From an optimization exercise on the open Yosys and OpenROAD flow, aimed at small area and a short achievable clock period; shortcuts taken in it are not production practice.
At most, simulation tests tie the RTL to the original design; equivalence was not proved.
For runs 1 and 3, only the layout was checked, not whether the RTL still works.
The clock port is modelled as an ideal driver, which makes a skipped or thinned clock tree look cheaper than it is; a real chip needs a root buffer or a tree.
Power figures rest on the tool's default switching activity, not on a simulated workload.

File: flow/design.v
module deserializer(
    input serial_data,
    input clk,rst,
    input deser_en,
    output reg[9:0] parallel_data,
    output reg data_valid,
    output wire issue        
);
reg [3:0] counter;
wire full = (counter == 4'd10);
assign issue = deser_en & full;
always @(posedge clk,negedge rst) begin
    if (!rst) begin
        counter<=4'b0;
        data_valid<=1'b0;
    end
    else begin
        data_valid <= issue;
        if (deser_en)
            counter <= full ? 4'd0 : counter + 1'b1;
    end
end
always @(posedge clk) begin
    if (deser_en & !full)
        parallel_data<={serial_data,parallel_data[9:1]};
end
endmodule
module SERIALIZER(
    input rst,clk,
    input [7:0] data,
    output reg ser_out,
    input data_valid,ss_n
);
reg [7:0] registers;
reg [3:0] counter;
always @(posedge clk,negedge rst)
begin
  if(!rst)
  begin
    counter<=4'b0000;
    registers<=8'b00;
    ser_out<=1'b0;
  end
  else if(data_valid)
  begin
    registers<=data;
    ser_out<=1'b0;
    counter<=4'b0000;
  end
  else if(!ss_n)
  begin
    if (counter!=4'd8) begin
      {registers,ser_out}<={1'b0,registers};
      counter<=counter+1'b1;
    end
    else begin
      counter<=4'd0;
    end
  end
  else
    counter<=4'b0000;
end
endmodule
module Single_Port_Asyn_RAM #(parameter MEM_DEPTH =256,parameter ADDR_SIZE=8)( 
    input [9:0]din,
    input clk,rst,rx_valid,
    input rx_issue,
    output [7:0] dout,
    output reg tx_valid
);
localparam NG = 24;
wire hi = din[7] & din[6];
wire k3 = din[5] & din[4];
wire [4:0] c_grp  = !hi ? din[7:3] : (!k3 ? {1'b0, din[3:0]} : {2'b10, din[2:0]});
wire [3:0] c_slot = !hi ? {1'b0, din[2:0]} : (!k3 ? {2'b10, din[5:4]} : {3'b100, din[3]});
wire cmd_wa = rx_valid & (din[9:8] == 2'b00);
wire cmd_wr = rx_valid & (din[9:8] == 2'b01);
wire iss_ra = rx_issue & (din[9:8] == 2'b10);
reg [8:0] read_address;
reg wa_set;    
always @(posedge clk,negedge rst) begin
    if (!rst) begin
        tx_valid<=1'b0;
        read_address<=9'b0;
        wa_set<=1'b0;
    end
    else begin
        tx_valid <= rx_valid & (din[9:8] == 2'b11);
        if (iss_ra)
            read_address <= {c_grp, c_slot};
        if (cmd_wa)
            wa_set <= 1'b1;
    end
end
reg [8:0] write_address;
reg [7:0] wd_p;
reg pend;
wire wa_zero = cmd_wr & !wa_set;
wire pend_n = cmd_wa ? 1'b0 : cmd_wr ? 1'b1 : pend;
always @(posedge clk) begin
    if (cmd_wa | wa_zero)
        write_address <= cmd_wa ? {c_grp, c_slot} : 9'b0;
    pend <= pend_n;
    if (cmd_wr)
        wd_p <= din[7:0];
end
reg [3:0] p11, p10;
wire [3:0] p11_n = (p11 == 4'd10) ? 4'd0 : p11 + 1'b1;
wire [3:0] p10_n = (p10 == 4'd9)  ? 4'd0 : p10 + 1'b1;
always @(posedge clk) begin
    p11 <= p11_n;
    p10 <= p10_n;
end
wire [3:0] w_slot_n = wa_zero ? 4'd0 : write_address[3:0];
wire [1:0] w_hi_n = wa_zero ? 2'd0 : write_address[8:7];
wire [2:0] w_lo_n = wa_zero ? 3'd0 : write_address[6:4];
reg [2:0] wsel;
reg [7:0] wlo;
reg r_hit, fwd;
always @(posedge clk) begin
    wsel[0] <= pend_n & (w_hi_n == 2'd0) & (w_slot_n == p11_n);
    wsel[1] <= pend_n & (w_hi_n == 2'd1) & (w_slot_n == p11_n);
    wsel[2] <= pend_n & (w_hi_n == 2'd2) & (w_slot_n == p10_n);
    wlo <= 8'd1 << w_lo_n;
    r_hit <= read_address[3:0] == (read_address[8] ? p10_n : p11_n);
    fwd <= pend_n & (wa_zero ? (read_address == 9'd0) : (write_address == read_address));
end
wire [8*NG-1:0] tails;
wire [7:0] wdn = ~wd_p;
genvar g;
generate
for (g = 0; g < NG; g = g + 1) begin : grp
    localparam L = (g < 16) ? 11 : 10;
    reg [8*L-1:0] ring;
    wire we = wsel[g / 8] && wlo[g % 8];
    assign tails[8*g +: 8] = ring[8*L-1 -: 8];
    wire [7:0] head;
    ring_head hd [7:0] (.wdn(wdn), .wen(!we), .t(ring[8*L-1 -: 8]), .h(head));
    always @(posedge clk)
        ring <= {ring[8*L-9:0], head};
end
endgenerate
reg [7:0] rlo;
always @(posedge clk)
    rlo <= 8'd1 << read_address[6:4];
wire [1:0] r_hi = read_address[8:7];
wire [23:0] tsel_b;
genvar h;
generate
for (h = 0; h < 3; h = h + 1) begin : rb
    sel8 s (.d(tails[64*h +: 64]), .oh(rlo), .y(tsel_b[8*h +: 8]));
end
endgenerate
wire [7:0] tsel = (r_hi == 2'd0) ? tsel_b[7:0] : (r_hi == 2'd1) ? tsel_b[15:8] : tsel_b[23:16];
reg [7:0] rbuf;
always @(posedge clk) begin
    if (r_hit)
        rbuf <= fwd ? wd_p : tsel;
end
assign dout = rbuf;
endmodule
module ring_head(input wdn, input wen, input t, output h);
assign h = ~((wdn | wen) & ~(t & wen));
endmodule
module sel8(input [63:0] d, input [7:0] oh, output [7:0] y);
reg [7:0] acc;
integer k;
always @(*) begin
    acc = 8'd0;
    for (k = 0; k < 8; k = k + 1)
        acc = acc | (d[8*k +: 8] & {8{oh[k]}});
end
assign y = acc;
endmodule
module SPI_Slave(
    input MOSI,
    input clk,rst,ss_n,
    input tx_valid,
    output wire MISO,
    input [7:0]tx_data,
    output wire [9:0]rx_data,
    output wire rx_valid,
    output wire rx_issue
);
reg start_q, shift_q;
always @(posedge clk,negedge rst) begin
    if (!rst) begin
        start_q <= 1'b0;
        shift_q <= 1'b0;
    end
    else begin
        start_q <= !ss_n & !start_q & !shift_q;
        shift_q <= !ss_n & (start_q | shift_q);
    end
end
deserializer  Deserializer_SPI(
    .serial_data(MOSI),
    .clk(clk),
    .rst(rst),
    .deser_en(shift_q),
    .parallel_data(rx_data),
    .data_valid(rx_valid),
    .issue(rx_issue)
);
SERIALIZER SERIALIZER_SPI(
   .rst(rst),
   .clk(clk),
   .data(tx_data),
   .ser_out(MISO),
   .data_valid(tx_valid),
   .ss_n(ss_n)
);
endmodule
module SPI_TOP(
    input clk,
	input rst,
	input ss_n,
	input MOSI, 
	output MISO
);
	wire [9:0] SLAVE_RAM;
	wire [7:0] RAM_SLAVE;
	wire tx_valid, rx_valid, rx_issue;
	SPI_Slave SPI_SLAVE 
	(
		.MOSI(MOSI),
		.MISO(MISO),
		.ss_n(ss_n),
		.clk(clk),
		.rst(rst),
		.rx_data(SLAVE_RAM),
		.rx_valid(rx_valid),
		.rx_issue(rx_issue),
		.tx_data(RAM_SLAVE),
		.tx_valid(tx_valid)
	);
	Single_Port_Asyn_RAM RAM
	(
		.clk(clk),
		.rst(rst),
		.din(SLAVE_RAM),
		.rx_valid(rx_valid),
		.rx_issue(rx_issue),
		.dout(RAM_SLAVE),
		.tx_valid(tx_valid)
	);
endmodule
File: flow/flow/run.sh
#!/bin/bash
# Layout flow: the standard ORFS flow (standard.sh), with these changes:
# - the flip-flop driving MISO's output buffer is moved next to that buffer
#   before detailed placement (flow/miso.tcl), so it does not drive a long wire;
set -euo pipefail
export PRE_DETAIL_PLACE_TCL="$PWD/flow/miso.tcl"
export POST_CTS_TCL="$PWD/flow/quad_ct.tcl"
export CTS_ARGS="-sink_clustering_enable -repair_clock_nets -sink_clustering_size 32 -sink_clustering_max_diameter 80 -dont_use_dummy_load"
bash standard.sh synth > log_synth.txt 2>&1
bash standard.sh floorplan > log_floorplan.txt 2>&1
bash standard.sh place > log_place.txt 2>&1
bash standard.sh cts > log_cts.txt 2>&1
bash standard.sh route > log_route.txt 2>&1
bash standard.sh finish > log_finish.txt 2>&1
File: flow/flow/miso.tcl
# Place the flip-flop that drives the MISO port's buffer next to that buffer,
# which the flow has placed at the port; detailed placement then legalizes it.
set block [ord::get_db_block]
set bt [$block findBTerm MISO]
set onet [$bt getNet]
set buf ""
foreach it [$onet getITerms] { if {[$it isOutputSignal]} { set buf [$it getInst] } }
if {$buf ne ""} {
  set ff ""
  foreach it [$buf getITerms] {
    if {[$it isInputSignal]} {
      foreach it2 [[$it getNet] getITerms] { if {[$it2 isOutputSignal]} { set ff [$it2 getInst] } }
    }
  }
  if {$ff ne ""} {
    set loc [$buf getLocation]
    set fw [[$ff getMaster] getWidth]
    set x [expr {[lindex $loc 0] - $fw}]
    if {$x < 0} { set x [expr {[lindex $loc 0] + [[$buf getMaster] getWidth]}] }
    puts "miso.tcl: moving [$ff getName] from [$ff getLocation] to $x [lindex $loc 1] (buffer [$buf getName] at $loc)"
    $ff setLocation $x [lindex $loc 1]
    $ff setPlacementStatus PLACED
  }
}
File: flow/flow/quad_ct.tcl
# Rebuild the top of the clock tree: the clock port drives NQ root buffers,
# each placed at the centroid of, and driving, the leaf clock
# buffers of its part of the die. The tree synthesis's upper levels are removed.
proc quad_ct {nq} {
  set block [ord::get_db_block]
  set bt [$block findBTerm clk]
  set pnet [$bt getNet]
  # the upper-level buffers: clock buffers whose loads are all clock buffers
  set upper {}
  set leaves {}
  foreach inst [$block getInsts] {
    set m [[$inst getMaster] getName]
    if {![string match "sky130_fd_sc_hd__clkbuf_*" $m]} continue
    set out ""
    foreach it [$inst getITerms] { if {[$it isOutputSignal]} { set out $it } }
    set onet [$out getNet]
    set allbuf 1; set n 0
    foreach it [$onet getITerms] {
      if {$it eq $out} continue
      incr n
      if {![string match "sky130_fd_sc_hd__clkbuf_*" [[[$it getInst] getMaster] getName]]} { set allbuf 0 }
    }
    if {$allbuf && $n > 0} { lappend upper $inst } else { lappend leaves $inst }
  }
  # centroid of leaves
  set sx 0; set sy 0
  foreach l $leaves { set loc [$l getLocation]; set sx [expr {$sx + [lindex $loc 0]}]; set sy [expr {$sy + [lindex $loc 1]}] }
  set cx [expr {$sx / [llength $leaves]}]; set cy [expr {$sy / [llength $leaves]}]
  # partition leaves into nq parts by angle around the centroid
  set parts {}
  for {set k 0} {$k < $nq} {incr k} { lappend parts {} }
  foreach l $leaves {
    set loc [$l getLocation]
    set a [expr {atan2([lindex $loc 1] - $cy, [lindex $loc 0] - $cx)}]
    set k [expr {int(floor(($a + 3.14159265358979) / (2*3.14159265358979) * $nq)) % $nq}]
    lset parts $k [concat [lindex $parts $k] [list $l]]
  }
  # remove the upper levels
  foreach u $upper {
    foreach it [$u getITerms] {
      set n [$it getNet]
      if {[$it isOutputSignal] && $n ne "NULL"} { $it disconnect; odb::dbNet_destroy $n } elseif {$n ne "NULL"} { $it disconnect }
    }
    odb::dbInst_destroy $u
  }
  set master [[ord::get_db] findMaster sky130_fd_sc_hd__clkbuf_16]
  for {set k 0} {$k < $nq} {incr k} {
    set ls [lindex $parts $k]
    if {[llength $ls] == 0} continue
    set sx 0; set sy 0
    foreach l $ls { set loc [$l getLocation]; set sx [expr {$sx + [lindex $loc 0]}]; set sy [expr {$sy + [lindex $loc 1]}] }
    set qx [expr {$sx / [llength $ls]}]; set qy [expr {$sy / [llength $ls]}]
    set q [odb::dbInst_create $block $master "clkroot_$k"]
    $q setLocation $qx $qy
    $q setPlacementStatus PLACED
    set qnet [odb::dbNet_create $block "clkroot_net_$k"]
    $qnet setSigType CLOCK
    foreach it [$q getITerms] {
      if {[$it isInputSignal]} { $it connect $pnet }
      if {[$it isOutputSignal]} { $it connect $qnet }
    }
    foreach l $ls {
      foreach it [$l getITerms] { if {[$it isInputSignal]} { $it disconnect; $it connect $qnet } }
    }
    puts "quad_ct: root $k at $qx $qy drives [llength $ls] leaves"
  }
  puts "quad_ct: removed [llength $upper] upper buffers, [llength $leaves] leaves"
}
# Cell choice: buf_16 roots and buf_12 leaves are faster than clkbuf_16 at
# these loads (and the leaves smaller).
proc swap_ct {rootm leafm} {
  set db [ord::get_db]; set block [ord::get_db_block]
  set rm [$db findMaster $rootm]; set lm [$db findMaster $leafm]
  set nr 0; set nl 0
  foreach inst [$block getInsts] {
    set n [$inst getName]
    if {[string match "clkroot_*" $n]} { $inst swapMaster $rm; incr nr } elseif {[[$inst getMaster] getName] eq "sky130_fd_sc_hd__clkbuf_16"} { $inst swapMaster $lm; incr nl }
  }
  puts "swap_ct: $nr roots to $rootm, $nl leaves to $leafm"
}
proc fix_leaf_slew {limit} {
  set db [ord::get_db]; set block [ord::get_db_block]
  set bm [$db findMaster sky130_fd_sc_hd__buf_16]
  set_propagated_clock [all_clocks]
  estimate_parasitics -placement
  set up 0
  foreach inst [$block getInsts] {
    if {[[$inst getMaster] getName] ne "sky130_fd_sc_hd__buf_12"} continue
    set out ""
    foreach it [$inst getITerms] { if {[$it isOutputSignal]} { set out [$it getNet] } }
    if {$out eq "" || $out eq "NULL"} continue
    set worst 0
    foreach it [$out getITerms] {
      if {[$it isOutputSignal]} continue
      set pin [get_pins [[$it getInst] getName]/[[$it getMTerm] getName]]
      foreach edge {rise fall} {
        set s [sta::time_ui_sta [get_property $pin slew_max_$edge]]
        if {$s > $worst} { set worst $s }
      }
    }
    if {$worst * 1e12 > $limit} { $inst swapMaster $bm; incr up }
  }
  puts "fix_leaf_slew: $up leaves to buf_16"
}
quad_ct 4
swap_ct sky130_fd_sc_hd__buf_16 sky130_fd_sc_hd__buf_12
detailed_placement
fix_leaf_slew 116
detailed_placement
check_placement -verbose
File: flow/standard.sh
#!/bin/bash
# synth_recipe.tcl (not shown) runs the flow's synth.tcl, then flattens the netlist and writes it again
# the make line also repeats each setting of config.mk as NAME=value (left out here)
make -C /OpenROAD-flow-scripts/flow DESIGN_CONFIG=/design/flow/config.mk WORK_HOME=/design/flow/orfs CLKGATE_MAP_FILE= SYNTH_SCRIPT=/design/flow/synth_recipe.tcl "${@:-finish}"
File: flow/config.mk
export PLATFORM = sky130hd
export DESIGN_NAME = SPI_TOP
export DESIGN_NICKNAME = SPI_TOP
export VERILOG_FILES = /design/flow/design.v
export SDC_FILE = /design/flow/constraint.sdc
export NUM_CORES = 8
export LEC_CHECK = 0
export CAP_MARGIN = 30
export CORE_MARGIN = 2
export CORE_UTILIZATION = 60
export SETUP_SLACK_MARGIN = 3.8
export SLEW_MARGIN = 40
export SYNTH_HIERARCHICAL = 1
export SYNTH_MINIMUM_KEEP_SIZE = 0
File: flow/constraint.sdc
create_clock -name core_clock -period 6.0 [get_ports {clk}]
set_input_delay 1.2000 -clock core_clock [delete_from_list [all_inputs] [get_ports {clk}]]
set_output_delay 1.2000 -clock core_clock [all_outputs]
set_load 0.01 [all_outputs]
==> summary.txt, run 1 <==
Outcome
  – Status: timing/DRC/antenna clean

Floorplanning
  – Core ar.: 0.0790 mm2
  – # IOs: 5
  – Die Y: 286 um
  – Die area: 0.0820 mm2
  – Num rows: 103
  – Die Span X: 286 um
  – Initial core utilization: 60.6%

Placement
  – PortBufs: 4
  – DP Wirelength: 47,600 um
  – GP Congestion: 0.794

Min path
  – Hold Crit Class: flop to flop
  – Hold Path Sink: RAM.grp[16].ring[9]
  – Hold depth: 0
  – Hold Startpoint: RAM.grp[16].ring[1]

Layout
  – Ant diodes: 0
  – Share of cells above drive strength 1: 3.55%
  – Post-layout util: 64.1%
  – Nets: 3,026
  – Fill cell count: 5,714
  – Area growth syn-to-layout: 5.78%

Global route
  – Largest net degree at the start of global routing: 33
  – GRT Total Usage: 18.1%
  – Initial antenna violation count: 0
  – First-pass GRT wire length: 111,000 um
  – Vias in the first global route: 18,500
  – GR Overflow Total: 0

Timing
  – Slew Viols, Final: 0
  – Transition time at the pin with the least slew margin: 0.815 ns
  – RSZ-0062 raised after global routing: yes
  – Crit path time final: 2.19 ns
  – Post-route clock period utilization: 36.5%
  – Final setup violation count: 0
  – Max-slew headroom: 45.6%
  – Hold Violations, Final: 0
  – Hold slack: 0.296 ns
  – Setup Skew: 0.0671 ns
  – Setup TNS: 0 ns
  – Fmax: 457 MHz

Route
  – Drt pass-1 iters: 5
  – DR vias: 19,400
  – Wire per inst: 18.2 um
  – Vias per inst: 4.78
  – Antenna-violating nets left: 0
  – DR DRC count: 0
  – DR iter-0 viols: 1,216
  – Drt total wl: 74,100 um

Synth
  – Mean area per synthesized cell: 16.0 um2
  – Top cell type's share of synthesized area: 87.0%
  – Synth cell types: 56
  – Synth warn: 11
  – #FFs+latches synth: 2,144
  – Primary FF master, synth: dfxtp_1
  – Post-synth top area cell: dfxtp_1
  – Synth Instances: 2,982
  – Synth top area cells: dfxtp_1 (87%), edfxtp_1 (2.2%), o21ai_1 (2.2%)
  – Number of synthesized flops with an enable pin: 35
  – Sequential fraction of the synthesis area: 90.8%
  – Ys async rst share: 1.45%
  – Post-Syn Nets: 2,988
  – Mapped Area: 0.0478 mm2

Critical path
  – Required time worst endpoint: 4.80 ns
  – Crit path max-delay family: flip-flops
  – Setup slack, reg-to-reg: 3.97 ns
  – Worst-case reg-to-reg path depth: 4
  – Reg-to-Reg End: RAM.wsel[0]
  – Crit path launch type: flop
  – Max incr delay on CP: 0.41 ns
  – Worst-path maximum fanout: 2
  – Crit path capture type: primary output
  – Crit Reg-Reg Startpoint: SPI_SLAVE.Deserializer_SPI.parallel_data[9]
  – Critical path startpoint: SPI_SLAVE.SERIALIZER_SPI.ser_out
  – Crit-path cells: buf_6
  – Worst Setup Path Type: flop to primary output
  – Critical Path AT: 0.99 ns
  – WP buf/inv: 1
  – Worst path slowest cell: dfrtp_1

Flow run
  – Max-cap violations: 0

Pwr
  – Switching share of power: 19.8%
  – Sequential power share: 70.8%
  – Clk pwr share: 28.2%
  – Comb pwr share: 1.0%
  – Peak VDD IR: 0.000310 V
  – Internal: 0.0165 W
  – Leak Pwr: 19.4 nW
  – Cell Pwr Density: 405 mW/mm2
  – Switching pwr: 0.00406 W

Clock network
  – Worst-skew pair later-pin latency: 0.49 ns
  – Worst-path clk slew: 0.12 ns
  – CTS sink count: 2,144
through the flow:
stage	total power, W	std cells	cell area [um2]	worst slack [ns]
final	0.0205	4068	50600	3.81
after global routing	0.0212	4068	50600	3.76
after detailed placement	0.0151	3995	49100	3.43
after global placement	0.0150	3995	49000	3.47
after floorplan	0.0149	2982	47800	4.28
Yosys stat by module (local to each module, per instance), excerpt:
module,flops+latches,cell area (um2),times used,cells inside
sel8,0,320,3,48
SPI_Slave,2,65.1,1,4
ring_head,0,8.76,192,2
SERIALIZER,13,622,1,59
Single_Port_Asyn_RAM,2114,44000,1,2358
deserializer,15,543,1,33
logic make-up (layout without fill, tap and decap cells):
family,after synthesis,count (layout),synth area share (%)
buffers and inverters,66,102,0.568
multiplexers,13,13,0.272
adder cells (fa/ha/maj),2,2,0.0523
AO/OA/AOI/OAI,371,371,4.60
flip-flops,2144,2144,90.8
AND/OR/NAND/NOR,363,363,3.32
XOR/XNOR,23,23,0.421
cell usage in the layout (no fill, tap or decap), types with 2 or more instances in the layout:
master           synthesis  routed
dfxtp_1               2078    2070
nand2_1                257     257
o21ai_1                206     206
a22oi_1                 97      97
buf_12                   0      58
edfxtp_1                35      35
dfrtp_1                 31      30
nor2_1                  28      28
o21ai_0                 28      28
nand4_1                 27      27
inv_1                   22      15
xnor2_1                 15      15
a21oi_1                 14      14
buf_16                   0      14
mux2i_1                 13      13
nor3_1                  10      10
nand2b_1                 9       9
dfxtp_2                  0       8
xor2_1                   8       8
a32oi_1                  7       7
inv_4                    0       6
nand3_1                  5       5
and3b_1                  4       4
nor2b_1                  3       3
o211ai_1                 3       3
nor4_1                   3       3
nor3b_1                  3       3
clkdlybuf4s50_1          0       3
buf_4                    1       3
inv_2                    1       2
o21ai_2                  2       2
a21oi_2                  2       2
and3_1                   2       2
nand3b_1                 2       2
ha_1                     2       2
layout make-up:
cell class	count	area, um2	area share, %
Sequential cell	2144	43400	85.8
Multi-Input combinational cell	772	4140	8.19
Tap cell	1050	1310	2.60
Buffer	4	110	0.218
Inverter	23	101	0.200
Timing Repair Buffer	7	63.8	0.126
sequential cells by signal (all words and copies together), names as in the netlist, 9 cells and up:
| signal | flops |
|---|---|
| RAM.read_address | 9 |
| RAM.grp.ring | 2048 |
| SPI_SLAVE.Deserializer_SPI.parallel_data | 10 |
| RAM.write_address | 9 |
how the worst max path moves through the flow:
| stage | end | slack (ns) | cells past startpoint |
|---|---|---|---|
| after floorplan | SPI_SLAVE.SERIALIZER_SPI.ser_out | 4.28 | 3 |
| after global placement | SPI_SLAVE.SERIALIZER_SPI.registers[3] | 3.47 | 4 |
| after detailed placement | SPI_SLAVE.SERIALIZER_SPI.registers[5] | 3.43 | 4 |
| after global routing | MISO | 3.76 | 1 |
| final | MISO | 3.81 | 1 |
cells in the mapped netlist, drive strengths merged (13+ instances only):
cell type	n
o21ai	236
nand4	27
dfrtp	31
xnor2	15
nor2	29
inv	23
nand2	258
a21oi	16
mux2i	13
buf	21
clkbuf	22
a22oi	97
dfxtp	2078
edfxtp	35
power groups by stage:
stage	clock (W)	sequential [W]	combinational, W
2_1_floorplan	0	0.0147	0.000217
3_3_place_gp	0	0.0148	0.000190
3_5_place_dp	0	0.0149	0.000199
5_1_grt	0.00643	0.0146	0.000224
6_report	0.00578	0.0145	0.000205
metal layers:
| layer | global-route usage (%) | vias to the layer above | wire, um |
|---|---|---|---|
| met5 | 0 | - | 0 |
| met4 | 4.90 | 0 | 1770 |
| met3 | 2.67 | 104 | 2750 |
| met2 | 24.9 | 252 | 29400 |
| met1 | 29.7 | 9399 | 40200 |
| li1 | - | 9685 | - |
==> run 2, diff against run 1 <==
--- a/flow/design.v
+++ b/flow/design.v
@@ -6,3 +6,3 @@
     output reg data_valid,
-    output wire issue        
+    output wire complete     
 );
@@ -10,3 +10,3 @@
 wire full = (counter == 4'd10);
-assign issue = deser_en & full;
+assign complete = deser_en & (counter == 4'd9);
 always @(posedge clk,negedge rst) begin
@@ -17,3 +17,3 @@
     else begin
-        data_valid <= issue;
+        data_valid <= deser_en & full;
         if (deser_en)
@@ -66,3 +66,4 @@
     input clk,rst,rx_valid,
-    input rx_issue,
+    input rx_complete,
+    input MOSI,
     output [7:0] dout,
@@ -71,9 +72,15 @@
 localparam NG = 24;
-wire hi = din[7] & din[6];
-wire k3 = din[5] & din[4];
-wire [4:0] c_grp  = !hi ? din[7:3] : (!k3 ? {1'b0, din[3:0]} : {2'b10, din[2:0]});
-wire [3:0] c_slot = !hi ? {1'b0, din[2:0]} : (!k3 ? {2'b10, din[5:4]} : {3'b100, din[3]});
+function [8:0] conv;
+    input [7:0] a;
+    reg hi, k3;
+    begin
+        hi = a[7] & a[6];
+        k3 = a[5] & a[4];
+        conv[8:4] = !hi ? a[7:3] : (!k3 ? {1'b0, a[3:0]} : {2'b10, a[2:0]});
+        conv[3:0] = !hi ? {1'b0, a[2:0]} : (!k3 ? {2'b10, a[5:4]} : {3'b100, a[3]});
+    end
+endfunction
 wire cmd_wa = rx_valid & (din[9:8] == 2'b00);
 wire cmd_wr = rx_valid & (din[9:8] == 2'b01);
-wire iss_ra = rx_issue & (din[9:8] == 2'b10);
+wire ld_ra = rx_complete & MOSI & !din[9];
 reg [8:0] read_address;
@@ -88,4 +95,4 @@
         tx_valid <= rx_valid & (din[9:8] == 2'b11);
-        if (iss_ra)
-            read_address <= {c_grp, c_slot};
+        if (ld_ra)
+            read_address <= conv(din[8:1]);
         if (cmd_wa)
@@ -101,3 +108,3 @@
     if (cmd_wa | wa_zero)
-        write_address <= cmd_wa ? {c_grp, c_slot} : 9'b0;
+        write_address <= cmd_wa ? conv(din[7:0]) : 9'b0;
     pend <= pend_n;
@@ -124,4 +131,4 @@
     wlo <= 8'd1 << w_lo_n;
-    r_hit <= read_address[3:0] == (read_address[8] ? p10_n : p11_n);
-    fwd <= pend_n & (wa_zero ? (read_address == 9'd0) : (write_address == read_address));
+    r_hit <= read_address[3:0] == (read_address[8] ? p10 : p11);
+    fwd <= pend & !wa_zero & (write_address == read_address);
 end
@@ -153,7 +160,9 @@
 endgenerate
-wire [7:0] tsel = (r_hi == 2'd0) ? tsel_b[7:0] : (r_hi == 2'd1) ? tsel_b[15:8] : tsel_b[23:16];
-reg [7:0] rbuf;
-always @(posedge clk) begin
-    if (r_hit)
-        rbuf <= fwd ? wd_p : tsel;
+reg [7:0] tsel, rbuf;
+always @(posedge clk) begin
+    tsel <= (r_hi == 2'd0) ? tsel_b[7:0] : (r_hi == 2'd1) ? tsel_b[15:8] : tsel_b[23:16];
+    if (fwd)
+        rbuf <= wd_p;
+    else if (r_hit)
+        rbuf <= tsel;
 end
@@ -182,3 +191,3 @@
     output wire rx_valid,
-    output wire rx_issue
+    output wire rx_complete
 );
@@ -202,3 +211,3 @@
     .data_valid(rx_valid),
-    .issue(rx_issue)
+    .complete(rx_complete)
 );
@@ -222,3 +231,3 @@
 	wire [7:0] RAM_SLAVE;
-	wire tx_valid, rx_valid, rx_issue;
+	wire tx_valid, rx_valid, rx_complete;
 	SPI_Slave SPI_SLAVE 
@@ -232,3 +241,3 @@
 		.rx_valid(rx_valid),
-		.rx_issue(rx_issue),
+		.rx_complete(rx_complete),
 		.tx_data(RAM_SLAVE),
@@ -242,3 +251,4 @@
 		.rx_valid(rx_valid),
-		.rx_issue(rx_issue),
+		.rx_complete(rx_complete),
+		.MOSI(MOSI),
 		.dout(RAM_SLAVE),
--- a/flow/config.mk
+++ b/flow/config.mk
@@ -9,4 +9,4 @@
 export CORE_MARGIN = 2
-export CORE_UTILIZATION = 60
-export SETUP_SLACK_MARGIN = 3.8
+export CORE_UTILIZATION = 65
+export SETUP_SLACK_MARGIN = 3.9
 export SLEW_MARGIN = 40
==> run 2 against run 1 <==
Net effect: still clean; global-route usage increased by 1.9 points; worst setup slack improved by 0.054 ns; clock power down 0.7%; sequential power hardly changed; highest routed layer unchanged; cell count down 1.8%; hold slack better by 0.011 ns; wire length up 3.0%.
==> summary.txt, run 2 <==
Outcome
  – Status: timing/DRC/antenna clean

Route
  – Drt total wl: 76,300 um (+3.0%)
  – DR DRC count: 0 (unchanged)
  – Wire per inst: 19.1 um (+4.9%)
  – Vias per inst: 4.88 (+2.2%)
  – DR vias: 19,500 (+0.33%)
  – Antenna-violating nets left: 0 (unchanged)
  – Drt pass-1 iters: 16 (+11)
  – DR iter-0 viols: 1,210 (-0.49%)

Synth
  – Post-Synth Simple-Gate Area: 3.34% (+0.021 points)
  – Largest family of logic cells by synthesized area: compound AO/OA/AOI/OAI gates
  – Post-synth top area cell: dfxtp_1
  – #FFs+latches synth: 2,152 (+0.37%)
  – Ys async rst share: 1.44% (-0.0054 points)
  – Most common cell in the netlist: dfxtp_1
  – Synth cell types: 55 (-1.8%)
  – Number of synthesized flops with an enable pin: 35 (unchanged)
  – Post-Syn Nets: 2,999 (+0.37%)
  – Synth top area cells: dfxtp_1 (87%), edfxtp_1 (2.2%), o21ai_1 (2.1%)
  – Mux share of post-synthesis cell area: 0.541% (+0.27 points)
  – XOR/XNOR Fraction of Synth Area: 0.453% (+0.032 points)
  – Synth Instances: 2,993 (+0.37%)
  – Sequential fraction of the synthesis area: 90.6% (-0.15 points)
  – Primary FF master, synth: dfxtp_1
  – Mapped Area: 0.0481 mm2 (+0.53%)
  – Adder-Cell Fraction of Synth Area: 0.0520% (-0.00028 points)
  – Top cell type's share of synthesized area: 86.8% (-0.13 points)
  – Synth Area in Compound Gates: 4.41% (-0.19 points)
  – Mean area per synthesized cell: 16.1 um2 (+0.16%)
  – Most instantiated cells after synthesis: dfxtp_1 (2,086), nand2_1 (265), o21ai_1 (202)
  – Synth warn: 11 (unchanged)

Floorplanning
  – Num rows: 99 (-3.9%)
  – Initial core utilization: 65.8% (+5.3 points)
  – Die area: 0.0762 mm2 (-7.1%)
  – Die Span X: 276 um (-3.6%)
  – # IOs: 5 (unchanged)
  – Core ar.: 0.0731 mm2 (-7.5%)
  – Die Y: 276 um (-3.6%)

Placement
  – DP Wirelength: 48,000 um (+0.86%)
  – Post-DP Area: 0.0492 mm2 (+0.35%)
  – PortBufs: 4 (unchanged)
  – GP Congestion: 0.833 (+4.8%)

Global route
  – First-pass GRT wire length: 115,000 um (+3.4%)
  – Vias in the first global route: 19,100 (+3.2%)
  – Largest net degree at the start of global routing: 33 (unchanged)
  – GRT Total Usage: 20.0% (+1.9 points)
  – GR Overflow Total: 0 (unchanged)
  – Initial antenna violation count: 0 (unchanged)

Critical path
  – Required time worst endpoint: 4.80 ns (about the same)
  – Crit. path cell count: 1 (unchanged)
  – WP buf/inv: 1 (unchanged)
  – Worst Setup Path Type: flop to primary output
  – Crit path capture type: primary output
  – Worst-case reg-to-reg path depth: 5 (+1)
  – Max incr delay on CP: 0.38 ns (-0.03 ns)
  – Crit-path cells: buf_2
  – Critical Path AT: 0.93 ns (-0.06 ns)
  – Worst-path maximum fanout: 2 (unchanged)
  – Crit path launch type: flop
  – Crit path max-delay family: flip-flops
  – Worst path slowest cell: dfrtp_1

Timing
  – Final setup violation count: 0 (unchanged)
  – Crit path time final: 2.13 ns (-0.0538 ns)
  – Slew Viols, Final: 0 (unchanged)
  – Setup Skew: 0.0495 ns (-0.0176 ns)
  – Post-route clock period utilization: 35.6% (-0.90 points)
  – Max-slew headroom: 42.0% (-3.6 points)
  – Hold Violations, Final: 0 (unchanged)
  – Transition time at the pin with the least slew margin: 0.870 ns (+0.0546 ns)
  – Fmax: 468 MHz (+2.5%)
  – Hold slack: 0.307 ns (+0.0107 ns)
  – Setup TNS: 0 ns (unchanged)
  – RSZ-0062 raised after global routing: yes

Layout
  – Post-layout util: 69.5% (+5.4 points)
  – Max reg flops: 2,048 (unchanged)
  – Fill cell count: 4,903 (-14%)
  – Final Instance Area: 0.0508 mm2 (+0.32%)
  – Largest registers: RAM.grp.ring (2048), SPI_SLAVE.Deserializer_SPI.parallel_data (10)
  – Nets: 3,041 (+0.50%)
  – Most frequent cells in the layout: dfxtp_1 (2,078), nand2_1 (260), o21ai_1 (202)
  – Commonest non-fill, non-tap cell in the layout: dfxtp_1
  – Biggest register: RAM.grp.ring
  – Area growth syn-to-layout: 5.56%
  – Share of cells above drive strength 1: 3.89% (+0.35 points)

Clock network
  – CTS sink count: 2,152 (+0.37%)
  – Worst-path clk slew: 0.11 ns (about the same)
  – Worst-skew pair later-pin latency: 0.47 ns (-0.02 ns)

Pwr
  – Cell Pwr Density: 408 mW/mm2 (+0.56%)
  – Leak Pwr: 19.5 nW (+0.91%)
  – Peak VDD IR: 0.000326 V (+5.1%)
  – Tot Pwr: 0.0207 W (+0.88%)

Min path
  – Hold depth: 0 (unchanged)
  – Hold Crit Class: flop to flop

Flow run
  – Max-cap violations: 0 (unchanged)
run 2: cell types whose count changed after synthesis, sizes merged, moves of 6 or more:
cell    before   now
clkbuf      22    29
mux2         0     8
dfxtp     2078  2086
a21oi       16    10
nand2      258   265
nor2        29    17
run 2: area by class of cell:
class	count	area [um2]	share of cell area, %
Timing Repair Buffer	14	116	0.229
Inverter	21	83.8	0.165
Sequential cell	2152	43600	85.9
Antenna cell	1	2.50	0.00493
Multi-Input combinational cell	774	4250	8.36
Tap cell	959	1200	2.36
Buffer	4	110	0.217
run 2: logic make-up (layout without fill, tap and decap cells):
kind of cell,count (synthesis),count (layout)
multiplexers,25,25
other,0,1
buffers and inverters,67,107
flip-flops,2152,2152
AO/OA/AOI/OAI,359,359
AND/OR/NAND/NOR,364,364
adder cells (fa/ha/maj),2,2
XOR/XNOR,24,24
run 2: routing by layer:
| layer | global-route usage, % | up-vias | part of all wire, % |
|---|---|---|---|
| li1 | - | 9734 | - |
| met1 | 29.7 | 9282 | 49 |
| met2 | 30.5 | 340 | 43 |
| met3 | 2.89 | 149 | 4.2 |
| met4 | 6.66 | 0 | 3.7 |
| met5 | 0 | - | 0 |
run 2: where the power goes:
group / switching [W] / internal [W] / leakage, nW
Sequential: 0.000196 / 0.0145 / 17.5
Combinational: 0.000130 / 0.0000926 / 1.29
Clock: 0.00376 / 0.00198 / 0.713
Total: 0.00409 / 0.0166 / 19.5
run 2: modules after synthesis, one instance, submodules excluded, a selection:
module / area [um2] / cells inside
SERIALIZER: 622 / 59
SPI_Slave: 65.1 / 4
deserializer: 546 / 36
sel8: 320 / 48
ring_head: 8.76 / 2
Single_Port_Asyn_RAM: 44200 / 2366
run 2: stage by stage:
step | setup WS, ns | std cells
final | 3.87 | 3993
after global routing | 3.81 | 3992
after detailed placement | 3.44 | 3918
after global placement | 3.44 | 3918
after floorplan | 4.10 | 2993
run 2: path summary, 6_finish.rpt:
kind	start	to	slack, ns
worst min-delay path	RAM.grp[0].ring[39]	RAM.grp[0].ring[47]	0.31
worst max register to register	SPI_SLAVE.Deserializer_SPI.parallel_data[8]	RAM.wsel[1]	4.08
min in group asynchronous	rst	SPI_SLAVE.SERIALIZER_SPI.registers[7]	1.11
worst max-delay path	SPI_SLAVE.SERIALIZER_SPI.ser_out	MISO	3.87
worst min register to register	RAM.grp[0].ring[39]	RAM.grp[0].ring[47]	0.31
max in group asynchronous	rst	SPI_SLAVE.SERIALIZER_SPI.counter[0]	4.56
==> run 3, diff against run 2 <==
--- a/flow/design.v
+++ b/flow/design.v
@@ -149,5 +149,3 @@
 endgenerate
-reg [7:0] rlo;
-always @(posedge clk)
-    rlo <= 8'd1 << read_address[6:4];
+wire [7:0] rlo = 8'd1 << read_address[6:4];
 wire [1:0] r_hi = read_address[8:7];
--- a/flow/config.mk
+++ b/flow/config.mk
@@ -10,3 +10,3 @@
 export CORE_UTILIZATION = 65
-export SETUP_SLACK_MARGIN = 3.9
+export SETUP_SLACK_MARGIN = 3.8
 export SLEW_MARGIN = 40
==> run 3 against run 2 <==
Net effect: sequential power about the same; cell count down 0.23%; worst setup slack worse by 0.056 ns; via count up 1.3%; total power down 0.23%; hold slack better by 0.015 ns; combinational power up 36%; synthesized area down 0.33%; register-to-register slack worse by 0.27 ns; die area down 0.33%; largest cell class unchanged.
==> summary.txt, run 3 <==
Outcome
  – Status: timing/DRC/antenna clean

Synth
  – Sequential fraction of the synthesis area: 90.6% (about the same)
  – Most instantiated cells after synthesis: dfxtp_1 (2,078), nand2_1 (265), o21ai_1 (202)
  – Mean area per synthesized cell: 16.1 um2 (about the same)
  – Post-synth top area cell: dfxtp_1
  – Synth warn: 11 (unchanged)
  – #FFs+latches synth: 2,144 (-0.37%)
  – Mapped Area: 0.0479 mm2 (-0.33%)
  – Synth top area cells: dfxtp_1 (87%), edfxtp_1 (2.2%), o21ai_1 (2.1%)
  – Most common cell in the netlist: dfxtp_1
  – Ys async rst share: 1.45% (+0.0054 points)
  – Synth cell types: 55 (unchanged)
  – Synth Instances: 2,985 (-0.27%)
  – Top cell type's share of synthesized area: 86.8% (about the same)
  – Post-Syn Nets: 2,991 (-0.27%)
  – Primary FF master, synth: dfxtp_1
  – Number of synthesized flops with an enable pin: 35 (unchanged)

Floorplanning
  – Core ar.: 0.0730 mm2 (-0.17%)
  – Die area: 0.0759 mm2 (-0.33%)
  – Num rows: 99 (unchanged)
  – Die Y: 276 um (-0.16%)
  – Die Span X: 276 um (-0.16%)
  – # IOs: 5 (unchanged)
  – Initial core utilization: 65.7% (-0.11 points)

Route
  – DR vias: 19,800 (+1.3%)
  – Drt pass-1 iters: 6 (-10)
  – DR DRC count: 0 (unchanged)
  – Vias per inst: 4.96 (+1.6%)
  – Drt total wl: 81,200 um (+6.5%)
  – DR iter-0 viols: 1,623 (+34%)
  – Wire per inst: 20.4 um (+6.8%)
  – Antenna-violating nets left: 0 (unchanged)

Timing
  – Slew Viols, Final: 0 (unchanged)
  – Transition time at the pin with the least slew margin: 0.888 ns (+0.0182 ns)
  – Fmax: 457 MHz (-2.5%)
  – Setup Skew: 0.0514 ns (+0.00185 ns)
  – Post-route clock period utilization: 36.5% (+0.93 points)
  – Hold Violations, Final: 0 (unchanged)
  – Max-slew headroom: 40.7% (-1.3 points)
  – Final setup violation count: 0 (unchanged)
  – Setup TNS: 0 ns (unchanged)
  – Crit path time final: 2.19 ns (+0.0558 ns)
  – RSZ-0062 raised after global routing: yes

Layout
  – Biggest register: RAM.grp.ring
  – Final Instance Area: 0.0506 mm2 (-0.27%)
  – Max reg flops: 2,048 (unchanged)
  – Area growth syn-to-layout: 5.62% (about the same)
  – Share of cells above drive strength 1: 3.83% (-0.056 points)
  – Ant diodes: 0 (-1)
  – Finished Layout Cells: 3,984 (-0.23%)
  – Fill cell count: 4,937 (+0.69%)
  – Nets: 3,033 (-0.26%)
  – Post-layout util: 69.4% (-0.072 points)
  – Commonest non-fill, non-tap cell in the layout: dfxtp_1
  – Most frequent cells in the layout: dfxtp_1 (2,078), nand2_1 (265), o21ai_1 (202)
  – Largest registers: RAM.grp.ring (2048), SPI_SLAVE.Deserializer_SPI.parallel_data (10)

Critical path
  – Crit Reg-Reg Startpoint: RAM.read_address[4]
  – Worst Setup Path Type: flop to flop
  – Crit path launch type: flop
  – Required time worst endpoint: 6.38 ns (+1.58 ns)
  – Worst-path maximum fanout: 16 (+14)
  – Critical Path AT: 2.57 ns (+1.64 ns)
  – Critical path startpoint: RAM.read_address[4]
  – Critical Path Sink: RAM.tsel[4]
  – Reg-to-Reg End: RAM.tsel[4]
  – Setup slack, reg-to-reg: 3.81 ns (-0.27 ns)
  – Worst-case reg-to-reg path depth: 6 (+1)
  – Crit path capture type: flop

Pwr
  – Cell Pwr Density: 408 mW/mm2 (about the same)
  – Peak VDD IR: 0.000370 V (+14%)
  – Leak Pwr: 19.5 nW (-0.42%)

Placement
  – DP Wirelength: 53,500 um (+12%)
  – Post-DP Area: 0.0491 mm2 (-0.34%)
  – PortBufs: 4 (unchanged)
  – GP Congestion: 0.860 (+3.2%)
  – Inst Count DP: 3,908 (-0.26%)

Global route
  – Initial antenna violation count: 2 (+2)
  – GR Overflow Total: 0 (unchanged)
  – Largest net degree at the start of global routing: 33 (unchanged)
  – First-pass GRT wire length: 119,000 um (+3.3%)
  – Vias in the first global route: 18,900 (-0.89%)
  – GRT Total Usage: 21.5% (+1.6 points)

Clock network
  – CTS sink count: 2,144 (-0.37%)
  – Worst-path clk slew: 0.12 ns (about the same)
  – Worst-skew pair later-pin latency: 0.47 ns (about the same)

Flow run
  – Max-cap violations: 0 (unchanged)

Min path
  – Hold Crit Class: flop to flop
[run 3: changes by cell type after synthesis]
cell / previous run / this run
dfxtp_1: 2086 / 2078
[run 3: kinds of logic (layout without fill, tap and decap cells)]
logic type / count (synthesis) / after routing / share of synthesized area [%]
muxes: 25 / 25 / 0.543
buffers and inverters: 67 / 106 / 0.585
and+or+nand+nor: 364 / 365 / 3.35
xor gates and xnor gates: 24 / 24 / 0.454
AOI/OAI and AO/OA: 359 / 359 / 4.43
DFF: 2144 / 2144 / 90.6
adders and majority gates: 2 / 2 / 0.0522
[run 3: metal layers]
layer  vias up  global-route usage [%]  routed length, um  share of wire, %
met5         -                       0                 13             0.016
li1       9704                       -                  -                 -
met2       431                    33.6              36100                44
met1      9481                    31.2              38600                48
met3       147                    3.34               3660               4.5
met4         2                    7.23               2870               3.5
[run 3: critical path, stage by stage, from the launching register on]
cell and delay [ns]:
dfrtp_1 0.76, nor3b_4 0.54, buf_4 0.31, a22oi_1 0.11, nand4_1 0.11, mux2i_1 0.07
o21ai_0 0.22
[run 3: area by class of cell]
| type | count | area (um2) | area share [%] |
|---|---|---|---|
| multi-input cells | 775 | 4300 | 8.48 |
| plain buffers | 4 | 110 | 0.217 |
| well taps | 959 | 1200 | 2.37 |
| inverters | 21 | 91.3 | 0.180 |
| repair buffers | 13 | 109 | 0.215 |
| flip-flops and latches | 2144 | 43400 | 85.8 |
[run 3: worst min path at each step]
stage / endpoint / from / slack [ns] / cells past startpoint
3_5_place_dp: RAM.grp[19].ring[10] / RAM.grp[19].ring[2] / 0.31 / 0
6_report: RAM.grp[0].ring[81] / RAM.grp[0].ring[73] / 0.32 / 0
3_3_place_gp: RAM.grp[10].ring[35] / RAM.grp[10].ring[27] / 0.31 / 0
5_1_grt: RAM.grp[3].ring[12] / RAM.grp[3].ring[4] / 0.33 / 0
2_1_floorplan: RAM.grp[0].ring[10] / RAM.grp[0].ring[2] / 0.31 / 0
[run 3: power by group]
part	leakage (nW)	switching, W	total (W)	internal [W]
Clock	0.706	0.00375	0.00571	0.00196
Sequential	17.5	0.000162	0.0146	0.0145
Combinational	1.28	0.000187	0.000301	0.000115
[run 3: metrics by stage]
step           hold WS (ns)  setup slack [ns]  total power, W
2_1_floorplan         0.310              4.10          0.0151
3_3_place_gp          0.310              3.43          0.0152
3_5_place_dp          0.312              3.40          0.0152
5_1_grt               0.331              3.76          0.0213
6_report              0.322              3.81          0.0206
[run 3: Yosys stat by module, one instance, submodules excluded, excerpt]
module | area (um2) | cells inside | flops+latches | times used
SPI_Slave | 65.1 | 4 | 2 | 1
Single_Port_Asyn_RAM | 44100 | 2358 | 2114 | 1
deserializer | 546 | 36 | 15 | 1
ring_head | 8.76 | 2 | 0 | 192
SERIALIZER | 622 | 59 | 13 | 1
sel8 | 320 | 48 | 0 | 3
==> run 4, diff against run 3 <==
--- a/flow/design.v
+++ b/flow/design.v
@@ -149,3 +149,5 @@
 endgenerate
-wire [7:0] rlo = 8'd1 << read_address[6:4];
+reg [7:0] rlo;
+always @(posedge clk)
+    rlo <= 8'd1 << read_address[6:4];
 wire [1:0] r_hi = read_address[8:7];
--- a/flow/flow/run.sh
+++ b/flow/flow/run.sh
@@ -7,2 +7,3 @@
 export POST_CTS_TCL="$PWD/flow/quad_ct.tcl"
+export BUFFER_PORTS_ARGS="-buffer_cell sky130_fd_sc_hd__buf_4"
 export CTS_ARGS="-sink_clustering_enable -repair_clock_nets -sink_clustering_size 32 -sink_clustering_max_diameter 80 -dont_use_dummy_load"
==> run 4 against run 3 <==
Net effect: clock power increased by 2%; maximum frequency is 2.5% higher; wire length fell by 5.9%; first-iteration DRC count fell by 20%; synthesized cell count increased by 0.27%; global-route usage fell by 1.4 points; clock skew increased by 0.027 ns; hold slack got worse by 0.054 ns; design area rose by 0.29%; utilization rose by 0.083 points.
==> summary.txt, run 4 <==
Outcome
  – Status: timing/DRC/antenna clean

Synth
  – Mapped Area: 0.0481 mm2 (+0.33%)
  – Synth warn: 11 (unchanged)
  – Mean area per synthesized cell: 16.1 um2 (about the same)
  – Synth Instances: 2,993 (+0.27%)
  – Most common cell in the netlist: dfxtp_1
  – Primary FF master, synth: dfxtp_1
  – #FFs+latches synth: 2,152 (+0.37%)
  – Ys async rst share: 1.44% (-0.0054 points)
  – Sequential fraction of the synthesis area: 90.6% (about the same)
  – Number of synthesized flops with an enable pin: 35 (unchanged)
  – Post-synth top area cell: dfxtp_1
  – Post-Syn Nets: 2,999 (+0.27%)
  – Synth cell types: 55 (unchanged)
  – Top cell type's share of synthesized area: 86.8% (about the same)
  – Most instantiated cells after synthesis: dfxtp_1 (2,086), nand2_1 (265), o21ai_1 (202)
  – Synth top area cells: dfxtp_1 (87%), edfxtp_1 (2.2%), o21ai_1 (2.1%)

Floorplanning
  – Num rows: 99 (unchanged)
  – # IOs: 5 (unchanged)
  – Core ar.: 0.0731 mm2 (+0.17%)
  – Die Y: 276 um (+0.16%)
  – Initial core utilization: 65.8% (+0.11 points)
  – Die area: 0.0762 mm2 (+0.33%)
  – Die Span X: 276 um (+0.16%)

Placement
  – PortBufs: 4 (unchanged)
  – Post-DP Area: 0.0492 mm2 (+0.33%)
  – DP Wirelength: 46,800 um (-13%)
  – GP Congestion: 0.769 (-11%)
  – Inst Count DP: 3,921 (+0.33%)

Critical path
  – Crit path capture type: primary output
  – Worst-case reg-to-reg path depth: 5 (-1)
  – Crit path launch type: flop
  – Crit-path cells: buf_6
  – WP buf/inv: 1 (unchanged)
  – Worst-path maximum fanout: 2 (-14)
  – Max incr delay on CP: 0.39 ns (-0.37 ns)
  – Crit. path cell count: 1 (-5)
  – Required time worst endpoint: 4.80 ns (-1.58 ns)
  – Crit path max-delay family: flip-flops
  – Worst path slowest cell: dfrtp_1
  – Setup slack, reg-to-reg: 4.03 ns (+0.22 ns)
  – Worst Setup Path Type: flop to primary output
  – Critical Path AT: 0.94 ns (-1.63 ns)

Timing
  – Hold slack: 0.269 ns (-0.0537 ns)
  – Max-slew headroom: 37.4% (-3.3 points)
  – Transition time at the pin with the least slew margin: 0.937 ns (+0.0487 ns)
  – Setup TNS: 0 ns (unchanged)
  – Slew Viols, Final: 0 (unchanged)
  – Post-route clock period utilization: 35.6% (-0.88 points)
  – Fmax: 468 MHz (+2.5%)
  – Crit path time final: 2.14 ns (-0.0528 ns)
  – Hold Violations, Final: 0 (unchanged)
  – Setup Skew: 0.0785 ns (+0.0271 ns)
  – Final setup violation count: 0 (unchanged)
  – RSZ-0062 raised after global routing: no

Global route
  – First-pass GRT wire length: 116,000 um (-2.1%)
  – GR Overflow Total: 0 (unchanged)
  – Vias in the first global route: 19,200 (+1.8%)
  – Largest net degree at the start of global routing: 33 (unchanged)
  – Initial antenna violation count: 0 (-2)
  – GRT Total Usage: 20.2% (-1.4 points)

Pwr
  – Cell Pwr Density: 410 mW/mm2 (+0.42%)
  – Peak VDD IR: 0.000326 V (-12%)
  – Leak Pwr: 19.5 nW (+0.44%)
  – Tot Pwr: 0.0208 W (+0.71%)

Layout
  – Fill cell count: 5,023 (+1.7%)
  – Largest registers: RAM.grp.ring (2048), SPI_SLAVE.Deserializer_SPI.parallel_data (10)
  – Nets: 3,043 (+0.33%)
  – Ant diodes: 0 (unchanged)
  – Max reg flops: 2,048 (unchanged)
  – Commonest non-fill, non-tap cell in the layout: dfxtp_1
  – Biggest register: RAM.grp.ring
  – Area growth syn-to-layout: 5.57% (about the same)
  – Share of cells above drive strength 1: 3.79% (-0.046 points)
  – Most frequent cells in the layout: dfxtp_1 (2,085), nand2_1 (263), o21ai_1 (202)
  – Final Instance Area: 0.0508 mm2 (+0.29%)
  – Finished Layout Cells: 3,994 (+0.25%)

Clock network
  – Worst-skew pair later-pin latency: 0.49 ns (+0.02 ns)
  – Worst-path clk slew: 0.11 ns (about the same)
  – CTS sink count: 2,152 (+0.37%)

Flow run
  – Max-cap violations: 0 (unchanged)

Route
  – Vias per inst: 4.89 (-1.5%)
  – DR iter-0 viols: 1,299 (-20%)
  – DR DRC count: 0 (unchanged)
  – DR vias: 19,500 (-1.2%)
  – Wire per inst: 19.1 um (-6.1%)
  – Antenna-violating nets left: 0 (unchanged)
  – Drt total wl: 76,500 um (-5.9%)
  – Drt pass-1 iters: 18 (+12)

Min path
  – Hold Crit Class: flop to flop
  – Hold depth: 0 (unchanged)
[run 4: cell types whose count changed in the layout (fill, tap and decap cells not counted), sizes merged]
cell,previous run,this run
dfxtp,2078,2086
buf,82,88
clkdlybuf4s50,3,0
clkinv,1,2
inv,20,19
nor2,18,17
[run 4: kinds of logic after synthesis]
group,synth area share (%)
buffers and inverters,0.583
multiplexers,0.541
flip-flops,90.6
adder cells (fa/ha/maj),0.0520
AO/OA/AOI/OAI,4.41
XOR/XNOR,0.453
AND/OR/NAND/NOR,3.34
[run 4: path summary, 6_finish.rpt]
check	from	endpoint
worst max-delay path	SPI_SLAVE.SERIALIZER_SPI.ser_out	MISO
worst min-delay path	RAM.grp[1].ring[54]	RAM.grp[1].ring[62]
worst max register to register	SPI_SLAVE.Deserializer_SPI.parallel_data[9]	RAM.wsel[1]
worst min register to register	RAM.grp[1].ring[54]	RAM.grp[1].ring[62]
max in group asynchronous	rst	RAM.read_address[8]
min in group asynchronous	rst	RAM.read_address[4]
[run 4: modules after synthesis (local to each module, per instance), excerpt]
module | cell area, um2 | flip-flops and latches | times used
SPI_Slave | 65.1 | 2 | 1
sel8 | 320 | 0 | 3
Single_Port_Asyn_RAM | 44200 | 2122 | 1
ring_head | 8.76 | 0 | 192
deserializer | 546 | 15 | 1
SERIALIZER | 622 | 13 | 1
[run 4: power breakdown]
part           switching, W  total (W)  internal, W
Clock               0.00381    0.00583      0.00201
Sequential         0.000157     0.0147       0.0145
Combinational      0.000181   0.000276    0.0000954
[run 4: through the flow]
| stage | setup WS (ns) | utilization (%) |
|---|---|---|
| final | 3.86 | 69.5 |
| after global routing | 3.82 | 69.5 |
| after detailed placement | 3.86 | 67.3 |
| after global placement | 3.89 | 67.3 |
| after floorplan | 4.10 | - |
[run 4: area by class of cell]
class / instances / area, um2 / share of cell area [%]
timing repair buffer: 15 / 116 / 0.229
multi-input combinational: 774 / 4240 / 8.35
sequential: 2152 / 43600 / 85.8
inverter: 21 / 81.3 / 0.160
tap: 959 / 1200 / 2.36
buffer: 4 / 110 / 0.217
[run 4: layer usage]
layer / track usage, % / vias to the layer above / share of wire [%] / wire, um
met4: 6.70 / 0 / 3.3 / 2520
li1: - / 9742 / - / -
met1: 30.8 / 9334 / 51 / 39200
met3: 2.11 / 134 / 3.0 / 2260
met2: 30.6 / 309 / 42 / 32500
met5: 0 / - / 0 / 0
==> run 5, diff against run 4 <==
--- a/flow/flow/run.sh
+++ b/flow/flow/run.sh
@@ -7,3 +7,2 @@
 export POST_CTS_TCL="$PWD/flow/quad_ct.tcl"
-export BUFFER_PORTS_ARGS="-buffer_cell sky130_fd_sc_hd__buf_4"
 export CTS_ARGS="-sink_clustering_enable -repair_clock_nets -sink_clustering_size 32 -sink_clustering_max_diameter 80 -dont_use_dummy_load"
==> run 5 against run 4 <==
Net effect: hold slack improved by 0.039 ns; clock power fell by 2%; first-iteration DRC count fell by 6.9%; maximum frequency rose by 0.14%; still clean on timing, DRC and antenna; die area did not move; wire length fell by 0.28%; synthesized area did not move; worst setup slack improved by 0.0030 ns; global-route usage fell by 0.18 points.
==> summary.txt, run 5 <==
Global route
  – GRT Total Usage: 20.0% (-0.18 points)
  – Vias in the first global route: 19,100 (-0.90%)
  – First-pass GRT wire length: 115,000 um (-1.1%)
  – GR Overflow Total: 0 (unchanged)
  – Largest net degree at the start of global routing: 33 (unchanged)
  – Initial antenna violation count: 0 (unchanged)

Route
  – DR vias: 19,500 (-0.072%)
  – Top sig layer: met4
  – Met3 wire len: 3190 um (+41%)
  – Antenna-violating nets left: 0 (unchanged)
  – Met1 wire length: 37,500 um (-4.3%)
  – Wire per inst: 19.1 um (-0.25%)
  – DR iter-0 viols: 1,210 (-6.9%)
  – DR DRC count: 0 (unchanged)
  – Vias per inst: 4.88 (about the same)
  – Met2 wire length: 32,800 um (+0.82%)
  – Drt pass-1 iters: 16 (-2)
  – Drt total wl: 76,300 um (-0.28%)

Timing
  – Hold Violations, Final: 0 (unchanged)
  – Slew Viols, Final: 0 (unchanged)
  – RSZ-0062 raised after global routing: no
  – Setup TNS: 0 ns (unchanged)
  – Final setup violation count: 0 (unchanged)
  – Max-slew headroom: 42.0% (+4.5 points)
  – Setup Skew: 0.0495 ns (-0.0290 ns)
  – Crit path time final: 2.13 ns (-0.00304 ns)
  – Post-route clock period utilization: 35.6% (-0.051 points)
  – Transition time at the pin with the least slew margin: 0.870 ns (-0.0669 ns)
  – Setup ws final: 3.87 ns (+0.00304 ns)
  – Fmax: 468 MHz (+0.14%)

Pwr
  – Internal: 0.0166 W (-0.23%)
  – Clk pwr share: 27.7% (-0.3 points)
  – Switching share of power: 19.8% (-0.21 points)
  – Cell Pwr Density: 408 mW/mm2 (-0.47%)
  – Switching pwr: 0.00409 W (-1.5%)
  – Comb pwr share: 1.1% (-0.2 points)
  – Leak Pwr: 19.5 nW (about the same)
  – Sequential power share: 71.2% (+0.5 points)
  – Peak VDD IR: 0.000326 V (-0.14%)

Synth
  – Number of synthesized flops with an enable pin: 35 (unchanged)
  – Primary FF master, synth: dfxtp_1
  – Mean area per synthesized cell: 16.1 um2 (unchanged)
  – Mapped Area: 0.0481 mm2 (unchanged)
  – Synth cell types: 55 (unchanged)
  – Most common cell in the netlist: dfxtp_1
  – Top cell type's share of synthesized area: 86.8% (unchanged)
  – Sequential fraction of the synthesis area: 90.6% (unchanged)
  – Synth warn: 11 (unchanged)
  – Ys async rst share: 1.44% (unchanged)
  – Most instantiated cells after synthesis: dfxtp_1 (2,086), nand2_1 (265), o21ai_1 (202)
  – Synth Instances: 2,993 (unchanged)
  – Post-Syn Nets: 2,999 (unchanged)
  – #FFs+latches synth: 2,152 (unchanged)
  – Synth top area cells: dfxtp_1 (87%), edfxtp_1 (2.2%), o21ai_1 (2.1%)
  – Post-synth top area cell: dfxtp_1

Min path
  – Hold Startpoint: RAM.grp[0].ring[39]
  – Hold Path Sink: RAM.grp[0].ring[47]
  – Hold depth: 0 (unchanged)
  – Hold Crit Class: flop to flop

Layout
  – Max reg flops: 2,048 (unchanged)
  – Share of cells above drive strength 1: 3.89% (+0.10 points)
  – Area growth syn-to-layout: 5.56% (about the same)
  – Post-layout util: 69.5% (about the same)
  – Commonest non-fill, non-tap cell in the layout: dfxtp_1
  – Fill cell count: 4,903 (-2.4%)
  – Biggest register: RAM.grp.ring
  – Finished Layout Cells: 3,993 (-0.025%)
  – Nets: 3,041 (-0.066%)
  – Largest registers: RAM.grp.ring (2048), SPI_SLAVE.Deserializer_SPI.parallel_data (10)
  – Most frequent cells in the layout: dfxtp_1 (2,078), nand2_1 (260), o21ai_1 (202)

Critical path
  – Crit Reg-Reg Startpoint: SPI_SLAVE.Deserializer_SPI.parallel_data[8]
  – Crit path capture type: primary output
  – Crit-path cells: buf_2
  – Worst-case reg-to-reg path depth: 5 (unchanged)
  – Worst Setup Path Type: flop to primary output
  – Reg-to-Reg End: RAM.wsel[1]
  – WP buf/inv: 1 (unchanged)
  – Worst-path maximum fanout: 2 (unchanged)
  – Required time worst endpoint: 4.80 ns (about the same)
  – Setup slack, reg-to-reg: 4.08 ns (+0.05 ns)
  – Crit path launch type: flop
  – Crit path max-delay family: flip-flops
  – Worst path slowest cell: dfrtp_1
  – Critical Path AT: 0.93 ns (about the same)
  – Max incr delay on CP: 0.38 ns (about the same)

Floorplanning
  – Num rows: 99 (unchanged)
  – Die area: 0.0762 mm2 (unchanged)
  – Core ar.: 0.0731 mm2 (unchanged)
  – Die Span X: 276 um (unchanged)
  – # IOs: 5 (unchanged)
  – Die Y: 276 um (unchanged)
  – Initial core utilization: 65.8% (unchanged)

Clock network
  – CTS sink count: 2,152 (unchanged)
  – Worst-path clk slew: 0.11 ns (about the same)
  – Worst-skew pair later-pin latency: 0.47 ns (-0.02 ns)

Flow run
  – Max-cap violations: 0 (unchanged)

Placement
  – Inst Count DP: 3,918 (-0.077%)
  – Post-place setup slack: 3.44 ns (-0.427 ns)
  – DP Wirelength: 48,000 um (+2.4%)
  – GP Congestion: 0.833 (+8.3%)
  – PortBufs: 4 (unchanged)

Outcome
  – Status: timing/DRC/antenna clean
-- run 5: cell counts after synthesis --
No cell type changed its count.
-- run 5: area by class of cell --
type	instances	area (um2)	share of cell area [%]
Inverter	21	83.8	0.165
Buffer	4	110	0.217
Sequential cell	2152	43600	85.9
Antenna cell	1	2.50	0.00493
Multi-Input combinational cell	774	4250	8.36
Tap cell	959	1200	2.36
Timing Repair Buffer	14	116	0.229
-- run 5: kinds of logic after synthesis --
group,share of synthesized area [%]
AND/OR/NAND/NOR,3.34
flip-flops,90.6
AO/OA/AOI/OAI,4.41
buffers and inverters,0.583
multiplexers,0.541
XOR/XNOR,0.453
adder cells (fa/ha/maj),0.0520
-- run 5: how the worst max path moves through the flow --
| stage | to | slack, ns | cells after the start | startpoint |
|---|---|---|---|---|
| 2_1_floorplan | RAM.read_address[7] | 4.10 | 3 | MOSI |
| 3_3_place_gp | SPI_SLAVE.SERIALIZER_SPI.registers[0] | 3.44 | 4 | ss_n |
| 3_5_place_dp | SPI_SLAVE.SERIALIZER_SPI.registers[5] | 3.44 | 4 | ss_n |
| 5_1_grt | MISO | 3.81 | 1 | SPI_SLAVE.SERIALIZER_SPI.ser_out |
| 6_report | MISO | 3.87 | 1 | SPI_SLAVE.SERIALIZER_SPI.ser_out |
-- run 5: metrics by stage --
stage | hold WS (ns) | power [W] | cell area [um2]
2_1_floorplan | 0.310 | 0.0151 | 48100
3_3_place_gp | 0.309 | 0.0153 | 49200
5_1_grt | 0.309 | 0.0214 | 50800
3_5_place_dp | 0.312 | 0.0153 | 49200
6_report | 0.307 | 0.0207 | 50800
-- run 5: power by group through the flow --
stage	clock [W]	sequential [W]	combinational (W)
2_1_floorplan	0	0.0149	0.000203
3_3_place_gp	0	0.0151	0.000207
3_5_place_dp	0	0.0151	0.000214
5_1_grt	0.00636	0.0148	0.000247
6_report	0.00574	0.0147	0.000222
-- run 5: layer usage --
| metal | GRT usage, % | up-vias |
|---|---|---|
| met5 | 0 | - |
| met4 | 6.66 | 0 |
| met3 | 2.89 | 149 |
| met2 | 30.5 | 340 |
| met1 | 29.7 | 9282 |
| li1 | - | 9734 |
-- run 5: modules after synthesis (local to each module, per instance), excerpt --
module / cells / cell area [um2]
SERIALIZER: 59 / 622
Single_Port_Asyn_RAM: 2366 / 44200
SPI_Slave: 4 / 65.1
ring_head: 2 / 8.76
sel8: 48 / 320
deserializer: 36 / 546
==> run 6, diff against run 5 <==
--- a/flow/design.v
+++ b/flow/design.v
@@ -117,4 +117,10 @@
 always @(posedge clk) begin
-    p11 <= p11_n;
-    p10 <= p10_n;
+    if (p11 != 4'd10)
+        p11 <= p11 + 1'b1;
+    else
+        p11 <= 4'd0;
+    if (p10 != 4'd9)
+        p10 <= p10 + 1'b1;
+    else
+        p10 <= 4'd0;
 end
==> run 6 against run 5 <==
Net effect: sequential share of layout area hardly changed; clock power hardly changed; wire length is 6.0% lower; synthesized area hardly changed; combinational power is 9.5% higher; synthesized cell count is 0.13% higher; critical path type unchanged; largest cell class unchanged; largest power group unchanged.
==> summary.txt, run 6 <==
Synth
  – Post-synth top area cell: dfxtp_1
  – Mapped Area: 0.0481 mm2 (about the same)
  – Top cell type's share of synthesized area: 86.8% (about the same)
  – Number of synthesized flops with an enable pin: 35 (unchanged)
  – Ys async rst share: 1.44% (unchanged)
  – Sequential fraction of the synthesis area: 90.6% (about the same)
  – Synth top area cells: dfxtp_1 (87%), edfxtp_1 (2.2%), nand2_1 (2.1%)
  – Synth Instances: 2,997 (+0.13%)
  – #FFs+latches synth: 2,152 (unchanged)
  – Post-Syn Nets: 3,007 (+0.27%)

Floorplanning
  – Num rows: 99 (unchanged)
  – Die area: 0.0762 mm2 (about the same)
  – Die Span X: 276 um (about the same)
  – Die Y: 276 um (about the same)
  – Core ar.: 0.0731 mm2 (unchanged)
  – # IOs: 5 (unchanged)

Timing
  – Post-route clock period utilization: 36.3% (+0.72 points)
  – Slew Viols, Final: 0 (unchanged)
  – Fmax: 459 MHz (-2.0%)
  – Hold slack: 0.311 ns (+0.00375 ns)
  – Final setup violation count: 0 (unchanged)
  – Setup TNS: 0 ns (unchanged)
  – RSZ-0062 raised after global routing: yes
  – Setup Skew: 0.0436 ns (-0.00589 ns)

Route
  – Wire per inst: 17.9 um (-6.1%)
  – Antenna-violating nets left: 0 (unchanged)
  – DR DRC count: 0 (unchanged)
  – DR iter-0 viols: 1,441 (+19%)
  – Vias per inst: 4.86 (-0.59%)
  – DR vias: 19,400 (-0.54%)

Layout
  – FF/Latch Area: 0.0436 mm2 (about the same)
  – Most frequent cells in the layout: dfxtp_1 (2,082), nand2_1 (269), o21ai_1 (201)
  – Fill cell count: 4,983 (+1.6%)
  – Largest registers: RAM.grp.ring (2048), SPI_SLAVE.Deserializer_SPI.parallel_data (10)
  – Max reg flops: 2,048 (unchanged)
  – Commonest non-fill, non-tap cell in the layout: dfxtp_1
  – Final Instance Area: 0.0508 mm2 (about the same)
  – Nets: 3,048 (+0.23%)
  – Multi-input gate area: 0.00427 mm2 (+0.62%)
  – Finished Layout Cells: 3,995 (+0.050%)

Critical path
  – Crit path launch type: flop
  – Crit path capture type: primary output
  – Crit-path cells: buf_6
  – Worst-case reg-to-reg path depth: 5 (unchanged)
  – Crit path max-delay family: flip-flops
  – Critical Path Sink: MISO
  – Crit. path cell count: 1 (unchanged)
  – Setup slack, reg-to-reg: 4.01 ns (-0.07 ns)
  – Max incr delay on CP: 0.41 ns (+0.03 ns)
  – Worst-path maximum fanout: 2 (unchanged)
  – Worst path slowest cell: dfrtp_1
  – Critical Path AT: 0.98 ns (+0.05 ns)
  – Worst Setup Path Type: flop to primary output

Pwr
  – Internal: 0.0166 W (about the same)
  – Comb pwr share: 1.2% (about the same)
  – Switching pwr: 0.00406 W (-0.63%)
  – Clk pwr share: 27.6% (about the same)
  – Cell Pwr Density: 407 mW/mm2 (about the same)
  – Switching share of power: 19.6% (-0.10 points)

Placement
  – Inst Count DP: 3,921 (+0.077%)
  – DP Wirelength: 45,400 um (-5.4%)
  – Post-DP Area: 0.0492 mm2 (about the same)

Clock network
  – CTS sink count: 2,152 (unchanged)
  – Worst-skew pair later-pin latency: 0.47 ns (about the same)
  – Worst-path clk slew: 0.11 ns (about the same)

Global route
  – Initial antenna violation count: 0 (unchanged)
  – Largest net degree at the start of global routing: 33 (unchanged)
  – GRT Total Usage: 18.9% (-1.1 points)
  – GR Overflow Total: 0 (unchanged)

Min path
  – Hold Crit Class: flop to flop

Outcome
  – Status: timing/DRC/antenna clean
[run 6: power groups by stage]
stage / clock (W) / sequential (W) / combinational (W)
floorplan: 0 / 0.0149 / 0.000203
global placement: 0 / 0.0150 / 0.000227
detailed placement: 0 / 0.0150 / 0.000241
global route: 0.00638 / 0.0148 / 0.000265
finish: 0.00571 / 0.0147 / 0.000243
[run 6: cell type report]
class | count | share of cell area, %
plain buffers | 4 | 0.217
flip-flops and latches | 2152 | 85.9
well taps | 959 | 2.36
multi-input cells | 781 | 8.41
repair buffers | 12 | 0.200
inverters | 19 | 0.160
[run 6: how the worst min path moves through the flow]
stage / slack [ns] / from / depth (start not counted) / endpoint
floorplan: 0.31 / RAM.grp[0].ring[2] / 0 / RAM.grp[0].ring[10]
global placement: 0.31 / RAM.grp[2].ring[42] / 0 / RAM.grp[2].ring[50]
detailed placement: 0.31 / RAM.grp[13].ring[7] / 0 / RAM.grp[13].ring[15]
global route: 0.31 / RAM.grp[15].ring[44] / 0 / RAM.grp[15].ring[52]
finish: 0.31 / RAM.grp[15].ring[44] / 0 / RAM.grp[15].ring[52]
[run 6: layer usage]
layer  track usage (%)  routed length (um)  vias to the layer above  part of all wire (%)
met3              3.62                3390                       97                   4.7
met4              4.34                1500                        0                   2.1
met5                 0                   0                        -                     0
met2              26.0               28200                      303                    39
met1              30.7               38600                     9241                    54
li1                  -                   -                     9759                     -
[run 6: logic make-up (layout without fill, tap and decap cells)]
| family | Yosys count | in the layout | share of synthesized area (%) |
|---|---|---|---|
| buf+inv | 64 | 103 | 0.543 |
| mux | 26 | 26 | 0.569 |
| simple gates | 370 | 370 | 3.39 |
| flops | 2152 | 2152 | 90.6 |
| compound gates | 356 | 356 | 4.34 |
| fa+ha+maj | 6 | 6 | 0.156 |
| xor+xnor | 23 | 23 | 0.419 |
[run 6: modules after synthesis, one instance, submodules excluded, excerpt]
module | flops+latches | area, um2
Single_Port_Asyn_RAM | 2122 | 44200
SERIALIZER | 13 | 622
deserializer | 15 | 546
sel8 | 0 | 320
SPI_Slave | 2 | 65.1
ring_head | 0 | 8.76
[run 6: stage by stage]
stage	total power, W	util (%)
3_3_place_gp	0.0153	67.3
2_1_floorplan	0.0151	-
5_1_grt	0.0214	69.5
3_5_place_dp	0.0153	67.4
6_report	0.0207	69.5
